This design comes from an exercise in tuning for small area, a short achievable clock period and few clock cycles on the open sky130 flow, not from production work.
RTL that was checked went through simulation tests only; none was proved equivalent to the original.

Setup of run 1:
// SNN
module SNN(
	clk,
	rst_n,
	in_valid,
	img,
	ker,
	weight,
	out_valid,
	out_data
);
export LEC_CHECK = 0
export CAP_MARGIN = 50
export CORE_MARGIN = 2
export CORE_UTILIZATION = 60
export CTS_BUF_LIST = sky130_fd_sc_hd__clkbuf_16
export CTS_CLUSTER_DIAMETER = 60
export CTS_CLUSTER_SIZE = 24
export SLEW_MARGIN = 70
create_clock -name core_clock -period 15.0 [get_ports {clk}]
standard.sh (not shown) runs the stock make flow with config.mk's settings and CLKGATE_MAP_FILE= SYNTH_SCRIPT=/design/flow/synth_recipe.tcl, a recipe that flattens the netlist after the stock synthesis.
==> flow/flow/run.sh <==
#!/bin/bash
# The standard layout with one netlist pass between synthesis and floorplan:
# flow/invopt.py folds away the inverters that Yosys's full-adder extraction
# leaves between full adder cells (a full adder is self-dual, so adders are
# flipped to need fewer inverters, and simple gates swapped for their
# complementary cells). Registers and all other cells are kept.
# Each tool writes its full output to its own log in this folder.
set -euo pipefail
R=orfs/results/${FLOW_PLATFORM}/SNN/base
bash standard.sh synth > synth.log 2>&1
cp "$R/1_2_yosys.v" 1_2_yosys.before_invopt.v
python3 flow/invopt.py "$R/1_2_yosys.v" > invopt.log 2>&1
rm -f "$R/1_synth.odb" "$R/1_synth.sdc"
# repair aims at a setup slack of 9.6 ns (the clock period is unchanged)
bash standard.sh finish SETUP_SLACK_MARGIN=9.6 > layout.log 2>&1
Other scripts of this flow, unchanged in this note and not shown: flow/flow/invopt.py
### run 1 -> run 2
-- flow/flow/run.sh --
<<< run 1, line 13
rm -f "$R/1_synth.odb" "$R/1_synth.sdc"
# repair aims at a setup slack of 9.6 ns (the clock period is unchanged)
bash standard.sh finish SETUP_SLACK_MARGIN=9.6 > layout.log 2>&1
>>> run 2, line 13
rm -f "$R/1_synth.odb" "$R/1_synth.sdc"
# repair aims at a setup slack of 10 ns (the clock period is unchanged)
bash standard.sh finish SETUP_SLACK_MARGIN=10 > layout.log 2>&1
Results
Against run 1, cell count in run 2 rose slightly. Diff run 2..run 1 | number of well taps | unchanged. In run 2 the critical path depth turned out 2 higher than in run 1. Row total area of multi-input combinational cells: run 2 higher / run 1 lower. [compare] base=run 1 new=run 2: post-route cell area went up by about 0.7%.
## Diff of input files: run 3 against run 2
-- flow/flow/run.sh --
<<< run 2, line 13
rm -f "$R/1_synth.odb" "$R/1_synth.sdc"
# repair aims at a setup slack of 10 ns (the clock period is unchanged)
bash standard.sh finish SETUP_SLACK_MARGIN=10 > layout.log 2>&1
>>> run 3, line 13
rm -f "$R/1_synth.odb" "$R/1_synth.sdc"
# repair aims at a setup slack of 10.5 ns (the clock period is unchanged)
bash standard.sh finish SETUP_SLACK_MARGIN=10.5 > layout.log 2>&1
==> run notes <==
Changes observed in run 3 relative to run 2: clock-buffer cell count increased by 3 relative to the old numbers; final area increased by about 5% relative to the old numbers.
Taking run 2 as the reference, in run 3 cell count now sits higher; clock latency on the worst-skew pair roughly the same; post-layout utilization of the core saw an increase; global-route usage +1.1 points; total via count in the routed design went up.
Function was not checked in any run of this note: the RTL went through the layout flow alone.


SNN, a different RTL version from the one above (not shown whole).
Size in the first run: ~2,800 cells after synthesis, about 38 I/O pins.
clock: 15.0 ns
lec_check: 0
cap_margin: 50
core_margin: 2
core_utilization: 60
slew_margin: 70
==> flow/flow/run.sh <==
#!/bin/bash
# The standard layout with one netlist pass between synthesis and floorplan:
# flow/invopt.py folds away the inverters that Yosys's full-adder extraction
# leaves between full adder cells (a full adder is self-dual, so adders are
# flipped to need fewer inverters). Registers and all other cells are kept.
# Each tool writes its full output to its own log in this folder.
set -euo pipefail
R=orfs/results/${FLOW_PLATFORM}/SNN/base
bash standard.sh synth > synth.log 2>&1
cp "$R/1_2_yosys.v" 1_2_yosys.before_invopt.v
python3 flow/invopt.py "$R/1_2_yosys.v" > invopt.log 2>&1
rm -f "$R/1_synth.odb" "$R/1_synth.sdc"
# repair aims at a setup slack of 10 ns (the clock period is unchanged)
bash standard.sh finish SETUP_SLACK_MARGIN=10 > layout.log 2>&1
Other scripts of this flow, unchanged in this note and not shown: flow/flow/invopt.py
Testbench counts at the start, summed over its fixed seeds: cycles 24,648.
==> next run, changes <==
--- a/flow/config.mk
+++ b/flow/config.mk
@@ -8,4 +8,4 @@
 export CAP_MARGIN = 50
 export CORE_MARGIN = 2
-export CORE_UTILIZATION = 60
+export CORE_UTILIZATION = 40
 export SLEW_MARGIN = 70
Via count barely changes.
Wire length climbs slightly.
Synthesized cell count does not change.
==> next run, changes <==
--- a/flow/flow/run.sh
+++ b/flow/flow/run.sh
@@ -11,4 +11,4 @@
 python3 flow/invopt.py "$R/1_2_yosys.v" > invopt.log 2>&1
 rm -f "$R/1_synth.odb" "$R/1_synth.sdc"
-# repair aims at a setup slack of 10 ns (the clock period is unchanged)
-bash standard.sh finish SETUP_SLACK_MARGIN=10 > layout.log 2>&1
+# repair aims at a setup slack of 10.5 ns (the clock period is unchanged)
+bash standard.sh finish SETUP_SLACK_MARGIN=10.5 > layout.log 2>&1
Result: Design area rose by 2.1%. Sequential share of layout area fell by 0.56 points. Via count rose by 1.7%. Final cell count rose by 1.1%. Fmax rose by 2.0%. Clock skew fell by 22 ps. Count of clock-buffer cells in the layout fell by 1. Register-to-register slack gets better by 96 ps. Critical path depth rose by 1. Core utilization rose by 0.96 points.
==> next run, changes <==
--- a/flow/flow/run.sh
+++ b/flow/flow/run.sh
@@ -11,4 +11,4 @@
 python3 flow/invopt.py "$R/1_2_yosys.v" > invopt.log 2>&1
 rm -f "$R/1_synth.odb" "$R/1_synth.sdc"
-# repair aims at a setup slack of 10.5 ns (the clock period is unchanged)
-bash standard.sh finish SETUP_SLACK_MARGIN=10.5 > layout.log 2>&1
+# repair aims at a setup slack of 10 ns (the clock period is unchanged)
+bash standard.sh finish SETUP_SLACK_MARGIN=10 > layout.log 2>&1
--- a/flow/config.mk
+++ b/flow/config.mk
@@ -8,4 +8,7 @@
 export CAP_MARGIN = 50
 export CORE_MARGIN = 2
-export CORE_UTILIZATION = 40
+export CORE_UTILIZATION = 60
+export CTS_BUF_LIST = sky130_fd_sc_hd__clkbuf_16
+export CTS_CLUSTER_DIAMETER = 70
+export CTS_CLUSTER_SIZE = 32
 export SLEW_MARGIN = 70
Result:
- sequential share of layout area increases by 1.4 points
- critical path depth increases by 1
- worst setup slack loses 41 ps
- final area decreases by 4.9%
- synthesized cell count is unchanged
- via count decreases by 1.3%
- global-route usage increases by 9.9 points

## re-timing with driven ports
No port has a modelled driver above. Below, the same layouts with a new extraction and two added sets of constraints.
Step 1 sets driving cells, clkbuf_16 on the clock port and buf_2 on the other inputs (assumed; they add their load-dependent delay and slew).
Step 2 moves the port delays by t, midway between the first and last clock arrival at a register: inputs arrive t later, outputs are due t later. That takes back most of the time a late clock gives input paths.
Slacks: ideal ports / drivers / drivers and shift; pairs: ideal ports / drivers.
run	t, ns	setup WS [ns]	worst slew at a driven data input, ns
run 1	0.653	9.851 / 9.851 / 9.851	0.04
run 2	0.654	10.081 / 10.081 / 10.081	0.05
run 3	0.661	10.189 / 10.189 / 10.189	0.05
the first run of note 2	0.694	10.023 / 10.023 / 10.023	0.04
the second run of note 2	0.690	10.002 / 10.002 / 10.002	0.04
the third run of note 2	0.703	10.099 / 10.099 / 10.099	0.05
the fourth run of note 2	0.659	10.058 / 10.058 / 10.058	0.04
After both steps every run listed still meets setup and hold.
